Background: an optimization exercise with open tools, aiming at small area and a short achievable clock period. Do not read the settings as production practice. In this exercise RTL edits were held to simulation tests only and were not proved equivalent to the original. Power and IR drop assume default switching activity.

File: design.v
module fifo #(parameter D=16, W=9,A=4,T=7)
	(input clk,rstn,sftrst,we,re,lfd_state,
	input[W-2:0]data_in,
	output reg [W-2:0]data_out,
	output full,empty); 
reg[W-1:0] mem [0:D-1];
reg [A-1:0]wptr,rptr;
reg[T-1:0]temp;
integer i;
reg lfd;
always@(posedge clk)
begin
	if(!rstn)
		lfd<=0;
	else
		lfd<=lfd_state;
end
always@(posedge clk)
begin
	if(~rstn)
	begin
		for(i=0;i<D;i=i+1)
		begin
			mem[i]<=0;
		   wptr<=0;
		end	
	end
	else if(sftrst)
	begin
		for(i=0;i<D;i=i+1)
		begin
			mem[i]<=0; 
		end	
		wptr<=0;
	end
	else if(we && !full)
	begin
		mem[wptr]<={lfd,data_in};
		wptr<=wptr+1'b1;
	end
end
always@(posedge clk)
begin
	if(~rstn)
	begin
		data_out<=0;
		rptr<=0;
	end
	else if(sftrst)
	begin
		data_out<=8'b0;
		rptr<=0;
	end
   else if(temp == 0 && data_out!=0)
		data_out<=8'b0;
	else if(re && !empty)
	begin
		data_out<=mem[rptr[A-1:0]][7:0];
		rptr<=rptr+1'b1;
	end
end
always@(posedge clk)
begin
	if(~rstn)
	begin
		temp<=0;
	end
	else if(sftrst)
	begin
		temp<=0;
	end
   else if(re && ~empty)
       	       begin
	       	       if(mem[rptr[A-1:0]][W-1] == 1'b1)
						 temp<=mem[rptr[A-1:0]][7:2]+1'b1;
						 else 
						 begin
						 if(temp!= 0)
						 temp<=temp-1'b1;
						 else
						 temp<=temp; 
						 end
					 end
	       else
		       temp<=temp;
end
assign empty=(wptr==rptr);
assign full=(wptr+1==rptr);
endmodule 
module fsm(input clk,rstn,pkt_valid,parity_done,sft_rst_0,sft_rst_1,sft_rst_2,fifo_full,low_pkt_valid,empty_0,empty_1,empty_2,
	      input[1:0] data_in,
	      output detect_addr,ld_state,laf_state,full_state,we_reg,rst_int_reg,lfd_state,busy);
parameter DECODE_ADDRESS=3'b000,
	  LOAD_FRST_DATA=3'b001,
	  WAIT_TILL_EMPTY=3'b010,
	  LOAD_DATA=3'b011,
	  FIFO_FULL_STATE=3'b100,
	  LOAD_PARITY=3'b101,
	  LOAD_AFTER_FULL=3'b110,
	  CHECK_PARITY_ERROR=3'b111;
reg[2:0]s,ns;
reg[1:0]addr;
always@(posedge clk)
begin
	if(~rstn)
		s<= DECODE_ADDRESS;
	else if(sft_rst_0||sft_rst_1||sft_rst_2)
		s<= DECODE_ADDRESS;
	else 
		s<=ns;
end
always@(posedge clk)
begin
	if(~rstn)
		addr<=0;
	else
		addr<=data_in;
end
always@(*)
begin
	case(s)
		 DECODE_ADDRESS:
			 if((pkt_valid && data_in[1:0]==0 && empty_0)|
			   (pkt_valid && data_in[1:0]==1 && empty_1)|
			   (pkt_valid && data_in[1:0]==2 && empty_2))
			   ns=LOAD_FRST_DATA;
			 else if((pkt_valid && data_in[1:0]==0 && !empty_0)|
			   (pkt_valid && data_in[1:0]==1 && !empty_1)|
			   (pkt_valid && data_in[1:0]==2 && !empty_2))
			   ns= WAIT_TILL_EMPTY;
			 else
				 ns=DECODE_ADDRESS;
		LOAD_FRST_DATA:
			ns=LOAD_DATA;
		WAIT_TILL_EMPTY:
			 if((empty_0 && (addr==0))||
			   (empty_1 && (addr==1))||
			   (empty_2 && (addr==2)))
			   ns=LOAD_FRST_DATA;
			 else
				 ns=WAIT_TILL_EMPTY;
		 LOAD_DATA:
			if(fifo_full)
				ns=FIFO_FULL_STATE;
			else if(!fifo_full && !pkt_valid)
				ns=LOAD_PARITY;
			else
				ns= LOAD_DATA;
		FIFO_FULL_STATE: 
			if(!fifo_full)
				ns=LOAD_AFTER_FULL;
			else
				ns=FIFO_FULL_STATE;
		LOAD_PARITY:
			ns=CHECK_PARITY_ERROR;
		LOAD_AFTER_FULL:
			if(!parity_done && !low_pkt_valid)
				ns= LOAD_DATA;
			else if(!parity_done && low_pkt_valid)
				ns=LOAD_PARITY;
			else if(parity_done)
				ns=DECODE_ADDRESS;
			else 
				ns=LOAD_AFTER_FULL;
		CHECK_PARITY_ERROR:
			if(!fifo_full)
				ns= DECODE_ADDRESS;
			else if(fifo_full)
				ns=FIFO_FULL_STATE;
			else 
				ns=CHECK_PARITY_ERROR;
		default:
					ns= DECODE_ADDRESS;
	endcase
end
assign detect_addr=(s==DECODE_ADDRESS);
assign ld_state=(s==LOAD_DATA);
assign laf_state=(s==LOAD_AFTER_FULL);
assign full_state=(s==FIFO_FULL_STATE);
assign we_reg=(s==LOAD_DATA || s==LOAD_PARITY || s==LOAD_AFTER_FULL);
assign rst_int_reg=(s==CHECK_PARITY_ERROR);
assign lfd_state=(s==LOAD_FRST_DATA);
assign busy=(s== LOAD_FRST_DATA || s== WAIT_TILL_EMPTY || s== FIFO_FULL_STATE || s==LOAD_PARITY || s==LOAD_AFTER_FULL || s==CHECK_PARITY_ERROR);
endmodule
module register(input clk,rstn,pkt_valid,fifo_full,detect_addr,ld_state,laf_state,full_state,rst_int_reg,lfd_state,
		input [7:0] data_in,
		output reg parity_done,low_pkt_valid,err,
		output reg [7:0] data_out);
reg [7:0] header,fifo_full_st_byte,int_parity,pkt_parity;
always@(posedge clk)
begin
	if(!rstn)
		header<=0;
	else if(detect_addr && pkt_valid && data_in[1:0]!=2'd3)
		header<=data_in;
	else
		header<=header;
end
always@(posedge clk)
begin
	if(!rstn)
		fifo_full_st_byte<=0;
   else if(fifo_full)
		fifo_full_st_byte<=data_in;
	else
		fifo_full_st_byte<=fifo_full_st_byte;
end
always@(posedge clk)
begin
	if(!rstn)
		int_parity<=0;
	else if(detect_addr)
		int_parity<=0;
	else
	begin
		if(lfd_state)
			int_parity<=int_parity^header;
		else
		begin
			if(pkt_valid && ld_state && !full_state)
				int_parity<=int_parity ^ data_in;
			else
				int_parity<=int_parity;
		end
	end
end
always@(posedge clk)
begin
	if(!rstn)
		pkt_parity<=0;
	else if(detect_addr)
		pkt_parity<=0;
	else
	begin
		if(ld_state && !pkt_valid)
			pkt_parity<=data_in;
		else
			pkt_parity<=pkt_parity;
	end
end
always@(posedge clk)
begin
	if(!rstn)
		parity_done<=0;
		else if(detect_addr)
		parity_done <= 0;
	else if(laf_state && low_pkt_valid && !parity_done)
		parity_done<=1'b1;
	else if(ld_state && !fifo_full && !pkt_valid)
		parity_done<=1'b1;
end
always@(posedge clk)
begin
	if(!rstn || rst_int_reg)
		low_pkt_valid<=0;
	else if(ld_state && !pkt_valid)
		low_pkt_valid<=1;
end
always@(posedge clk)
begin
	if(!rstn)
		err<=0;
		else if(rst_int_reg)
		begin
	 if(pkt_parity !=int_parity)
			err<=1;
	else
			err<=0;  end
end
always@(posedge clk)
begin
	if(!rstn)
		data_out<=0;
	else if(detect_addr && pkt_valid && data_in[1:0]!=2'd3)
		data_out<=data_out;
	else if(lfd_state)
		data_out<=header;
	else if(ld_state && !fifo_full)
		data_out<=data_in;
	else if(ld_state && fifo_full)
		data_out<=data_out;
	else if(laf_state)
		data_out<=fifo_full_st_byte;
	else
		data_out<=data_out;
end
endmodule
module synchronizer(input clk,rstn,detect_addr,we_reg,re_0,re_1,re_2,empty_0,empty_1,empty_2,full_0,full_1,full_2,
			input[1:0]data_in,
			output vld_out_0,vld_out_1,vld_out_2,
			output reg sft_rst_0,sft_rst_1,sft_rst_2,fifo_full,
			output reg[2:0]we);
reg[1:0]addr;
reg[4:0]cnt_0,cnt_1,cnt_2;
always@(posedge clk)
begin
	if(~rstn)
		addr<=0;
	else if(detect_addr)
		addr<=data_in;
end
always@(*)
begin
	if(we_reg)
	begin
		case(addr)
			2'b00:we=3'b1;
			2'b01:we=3'b10;
			2'b10:we=3'b100;
			default:we=3'b0;
		endcase
	end
	else
		we=3'b0;
end
always@(*)
begin
	case(addr)
		2'b00:fifo_full=full_0;
		2'b01:fifo_full=full_1;
		2'b10:fifo_full=full_2;
		default:fifo_full=0;
	endcase
end
assign vld_out_0= ~empty_0;
assign vld_out_1= ~empty_1;
assign vld_out_2= ~empty_2;
always@(posedge clk)
begin
	if(~rstn)
	begin
		cnt_0<=5'b1;
		sft_rst_0<=0;
	end
	else if(~vld_out_0)
	begin
		cnt_0<=5'b1;
		sft_rst_0<=0;
	end
	else if(re_0)
	begin
		cnt_0<=5'b1;
		sft_rst_0<=0;
	end
	else
	begin
		if(cnt_0==5'd30)
		begin
			cnt_0<=5'b1;
			sft_rst_0<=1'b1;
		end
		else
		begin
			sft_rst_0<=0;
			cnt_0<=cnt_0+1'b1;
		end
	end
end
always@(posedge clk)
begin
	if(~rstn)
	begin
		cnt_1<=5'b1;
		sft_rst_1<=0;
	end
	else if(~vld_out_1)
	begin
		cnt_1<=5'b1;
		sft_rst_1<=0;
	end
	else if(re_1)
	begin
		cnt_1<=5'b1;
		sft_rst_1<=0;
	end
	else
	begin
		if(cnt_1==5'd30)
		begin
			cnt_1<=5'b1;
			sft_rst_1<=1'b1;
		end
		else
		begin
			sft_rst_1<=0;
			cnt_1<=cnt_1+1'b1;
		end
	end
end
always@(posedge clk)
begin
	if(~rstn)
	begin
		cnt_2<=5'b1;
		sft_rst_2<=0;
	end
	else if(~vld_out_2)
	begin
		cnt_2<=5'b1;
		sft_rst_2<=0;
	end
	else if(re_2)
	begin
		cnt_2<=5'b1;
		sft_rst_2<=0;
	end
	else
	begin
		if(cnt_2==5'd30)
		begin
			cnt_2<=5'b1;
			sft_rst_2<=1'b1;
		end
		else
		begin
			sft_rst_2<=0;
			cnt_2<=cnt_2+1'b1;
		end
	end
end
endmodule
module router_top(input clk,rstn,re_0,re_1,re_2,pkt_valid,
	      input[7:0]data_in,
	      output vld_out_0,vld_out_1,vld_out_2,err,busy,
	      output[7:0]data_out_0,data_out_1,data_out_2);
wire [2:0]wri_enb;
wire[7:0]reg_dout;
wire sft_rst_0,sft_rst_1,sft_rst_2,lfd_state,full_0,full_1,full_2,empty_0,empty_1,empty_2,fifo_full;
wire detect_addr,ld_state,laf_state,full_state,rst_int_reg,parity_done,low_pkt_valid;
wire we_reg;
fifo z0(clk,rstn,sft_rst_0,wri_enb[0],re_0,lfd_state,reg_dout,data_out_0,full_0,empty_0);
fifo z2(clk,rstn,sft_rst_1,wri_enb[1],re_1,lfd_state,reg_dout,data_out_1,full_1,empty_1);
fifo z3(clk,rstn,sft_rst_2,wri_enb[2],re_2,lfd_state,reg_dout,data_out_2,full_2,empty_2);
register z4(clk,rstn,pkt_valid,fifo_full,detect_addr,ld_state,laf_state,full_state,rst_int_reg,lfd_state,data_in,parity_done,low_pkt_valid,err,reg_dout);
synchronizer z5(clk,rstn,detect_addr,we_reg,re_0,re_1,re_2,empty_0,empty_1,empty_2,full_0,full_1,full_2,data_in[1:0],vld_out_0,vld_out_1,vld_out_2,
			sft_rst_0,sft_rst_1,sft_rst_2,fifo_full,wri_enb);
fsm z6(clk,rstn,pkt_valid,parity_done,sft_rst_0,sft_rst_1,sft_rst_2,fifo_full,low_pkt_valid,empty_0,empty_1,empty_2,data_in[1:0],detect_addr,ld_state,
		laf_state,full_state,we_reg,rst_int_reg,lfd_state,busy);
endmodule
File: run.sh
#!/bin/bash
# synth_recipe.tcl (not shown) runs the flow's synth.tcl, then flattens the netlist and writes it again
# the make line also repeats each setting of config.mk as NAME=value (left out here)
make -C /OpenROAD-flow-scripts/flow DESIGN_CONFIG=/design/flow/config.mk WORK_HOME=/design/flow/orfs CLKGATE_MAP_FILE= SYNTH_SCRIPT=/design/flow/synth_recipe.tcl finish
File: config.mk
export PLATFORM = sky130hd
export DESIGN_NAME = router_top
export DESIGN_NICKNAME = router_top
export VERILOG_FILES = /design/flow/design.v
export SDC_FILE = /design/flow/constraint.sdc
export NUM_CORES = 4
export LEC_CHECK = 0
export CAP_MARGIN = 20
export CORE_MARGIN = 2
export CORE_UTILIZATION = 40
export SLEW_MARGIN = 20
File: constraint.sdc
create_clock -name core_clock -period 5.0 [get_ports {clk}]
set_input_delay 1.0000 -clock core_clock [delete_from_list [all_inputs] [get_ports {clk}]]
set_output_delay 1.0000 -clock core_clock [all_outputs]
set_load 0.01 [all_outputs]
==> impl_metrics.ini <==
[clock_network]
cts_setup_buffers = 0
insertion_delay_ns = 0.63
cts_tree = yes
clock-root-buffer = clkbuf_16
numCtsBuffers = 61
h-tree-depth = 2
cts.sink_count = 582
hold_buffers = 0
clk_pin_slew_ns = 0.06
clk_path_buf_depth = 3
cts_resized = 0

[worst_setup_path]
cp.required_ns = 5.28
cp-end-kind = flop
crit_fanout = 10
worstSetupPathType = reg2reg
worstPathArrival_ns = 4.10
worstSetupStartpointType = flop

[timing]
worst_pin_slew_ns = 1.13
fin_crit_ns = 3.82
fmax_mhz = 262
fin_ws_ns = 1.18
hold_viol = 0
finClkSkew_ns = 0.0161
post-route-period-util = 0.763
slew_viol_final = 0
relSlewSlack = 0.244
hold-worst-slack_ns = 0.460
setup_tns_ns = 0
rsz0062_at_grt = false
setup_viol = 0

[routing]
final_antenna_net_count = 0
drc = 0
wl_per_cell_um = 21.5
drt-pass1-iter-count = 5
initialDrtViolationCount = 1522
wirelength_um = 65700
vias = 16600
viasPerCell = 5.43

[yosys]
synth-edff-count = 432
synth-xor-area-share = 0.0246
synth-compound-area-share = 0.0545
yosys.area.top_type_share = 0.480
syn_inst = 2077
synthesis.area_sq_um = 27000
ys_seq_area_frac = 0.591
synth.area.mux_share = 0.113
postSynthAreaPerCell_sq_um = 13.0
synth_seq_cells = 582
yosys-top-cells-count = and2_1 (439), edfxtp_1 (432), dfxtp_1 (150)
synthSimpleGateAreaFrac = 0.180
async_flop_share = 0
ys_types = 66
synthAdderAreaFrac = 0.0139
synthFlopType = edfxtp_1
synth_top_family_by_area = simple AND/OR/NAND/NOR gates
yosysMostFrequentCell = and2_1
synth_area_leader_cell = edfxtp_1
synth_area_leaders = edfxtp_1 (48%), dfxtp_1 (11%), mux4_2 (10%), and2_1 (10%), nor2_1 (1.8%)
syn_nets = 2121
yosys_warnings = 4

[global_route]
grt_max_degree = 50
overflow = 0
antenna_found_initial = 1
grt_pass1_vias = 16800
grt_pass1_wl_um = 101000
grt.total_usage = 0.190

[layout]
utilization = 0.456
drive_gt1_frac = 0.149
diodes = 0
syn_to_final_growth_pct = 13.1
final_nets = 2170

[place]
place_congestion = 0.822
hpwl_um = 43800
port_buffers = 42
place_ws_ns = 1.13

[pwr]
p_per_area_nw_per_um2 = 384
peakVddDrop_uv = 258
leakage_nw = 10.8

[job]
maxCapViolCount = 0

[floorplan]
ioPinCount = 43
core_area_sq_um = 67000
die_width_um = 264
die_h_um = 264
rows = 95
die_area_sq_um = 69700
start_util = 0.403

[worst_hold_path]
min_path_type = reg2reg

[outcome]
outcome = no timing/DRC/antenna violations
path summary, 6_finish.rpt:
check	startpoint	end	slack, ns	cells past startpoint
worst max-delay path	z3.wptr[3]	z3.mem[1][3]	1.18	7
worst min-delay path	z4.data_out[4]	z4.data_out[4]	0.46	1
worst max register to register	z3.wptr[3]	z3.mem[1][3]	1.18	7
worst min register to register	z4.data_out[4]	z4.data_out[4]	0.46	1
through the flow:
step / total power [mW] / instance area [sq um] / instances
floorplan: 6.69 / 27000 / 2077
global route: 12.2 / 30600 / 3050
CTS: 11.8 / 30600 / 3050
detailed placement: 7.34 / 28600 / 2936
global placement: 7.31 / 28600 / 2936
finish: 11.7 / 30600 / 3050
power by group:
group          switching [mW]  internal [mW]
clock                    1.89           2.61
combinational           0.985          0.587
sequential              0.269           5.40
total                    3.14           8.59
final cells by class:
class	count	area, sq um
clock buffer	84	1730
clock inverter	30	251
fill	5998	36500
inverter	25	93.8
multi-input combinational	1344	10400
sequential	582	16000
tap	873	1090
timing repair buffer	112	958
cell usage in the layout, fill, tap and decap left out, drive strengths merged, types with 3 or more instances in the layout:
| master | instances |
|---|---|
| a211o | 9 |
| a211oi | 5 |
| a21boi | 8 |
| a21oi | 52 |
| a221oi | 7 |
| a22oi | 29 |
| a31oi | 4 |
| a32o | 8 |
| and2 | 440 |
| and3 | 7 |
| buf | 70 |
| bufinv | 4 |
| clkbuf | 84 |
| clkdlybuf4s50 | 42 |
| clkinv | 21 |
| clkinvlp | 3 |
| dfxtp | 150 |
| edfxtp | 432 |
| ha | 30 |
| inv | 27 |
| mux2i | 26 |
| mux4 | 124 |
| nand2 | 107 |
| nand2b | 35 |
| nand3 | 34 |
| nand3b | 5 |
| nand4 | 16 |
| nor2 | 143 |
| nor2b | 18 |
| nor3 | 24 |
| nor4 | 10 |
| o21a | 10 |
| o21ai | 64 |
| o22ai | 3 |
| or2 | 4 |
| or3 | 13 |
| xnor2 | 40 |
| xor2 | 36 |
registers in the layout, indices dropped and copies added (netlist names), 7 cells and up, named ones only:
name / cells
z0.data_out: 8
z4.data_out: 8
z2.temp: 7
z2.data_out: 8
z2.mem: 144
z4.int_parity: 8
z3.data_out: 8
z4.pkt_parity: 8
z0.temp: 7
z3.temp: 7
z4.header: 8
z0.mem: 144
z3.mem: 144
z4.fifo_full_st_byte: 8
layer usage:
metal | share of wire | vias up | global-route usage
met5 | 0 | - | 0
met4 | 0.023 | 0 | 0.0501
met3 | 0.046 | 95 | 0.0263
met2 | 0.48 | 450 | 0.314
met1 | 0.45 | 8386 | 0.266
li1 | - | 7636 | -
critical path: stages, from the launching register on:
cell	delay (ns)
dfxtp_1	0.71
nand2b_1	0.40
mux2i_1	0.13
o2111a_1	0.40
nor4b_4	0.86
nand3_4	0.23
nor3_4	0.32
nand2b_1	0.41
cell families after synthesis:
kind of cell / after synthesis
simple gates: 862
flops: 582
mux: 151
fa+ha+maj: 30
xor+xnor: 76
compound gates: 225
buf+inv: 151

afterwards: timing with drivers on the ports:
The results above use ideal ports. As a check the final layout listed here was re-extracted and re-timed, cells and wires unchanged. Step 1 (the two cells are an assumption about what drives the block):
set clk [get_ports {clk}]
set_driving_cell -lib_cell sky130_fd_sc_hd__clkbuf_16 $clk
set_driving_cell -lib_cell sky130_fd_sc_hd__buf_2 [delete_from_list [all_inputs] $clk]
Step 2 adds t to the input delays and takes it off the output delays; t is the mean of the earliest and latest rising clock arrival at the registers after step 1. Input paths then give back, and output paths get back, about the clock's delay inside the block. a / b / c = no drivers / after step 1 / after step 2; a / b = the first two.
t, ns: 0.686
slack for setup (ns): 1.184 / 1.184 / 1.084
hold slack, ns: 0.460 / 0.460 / 0.460
worst setup path at the end: input to register
worst slew at a driven data input, ns: 0.04
After both steps setup and hold are still met in this run. The setup slack of this run moves by 0.000 ns with the drivers and by -0.100 ns with both steps.
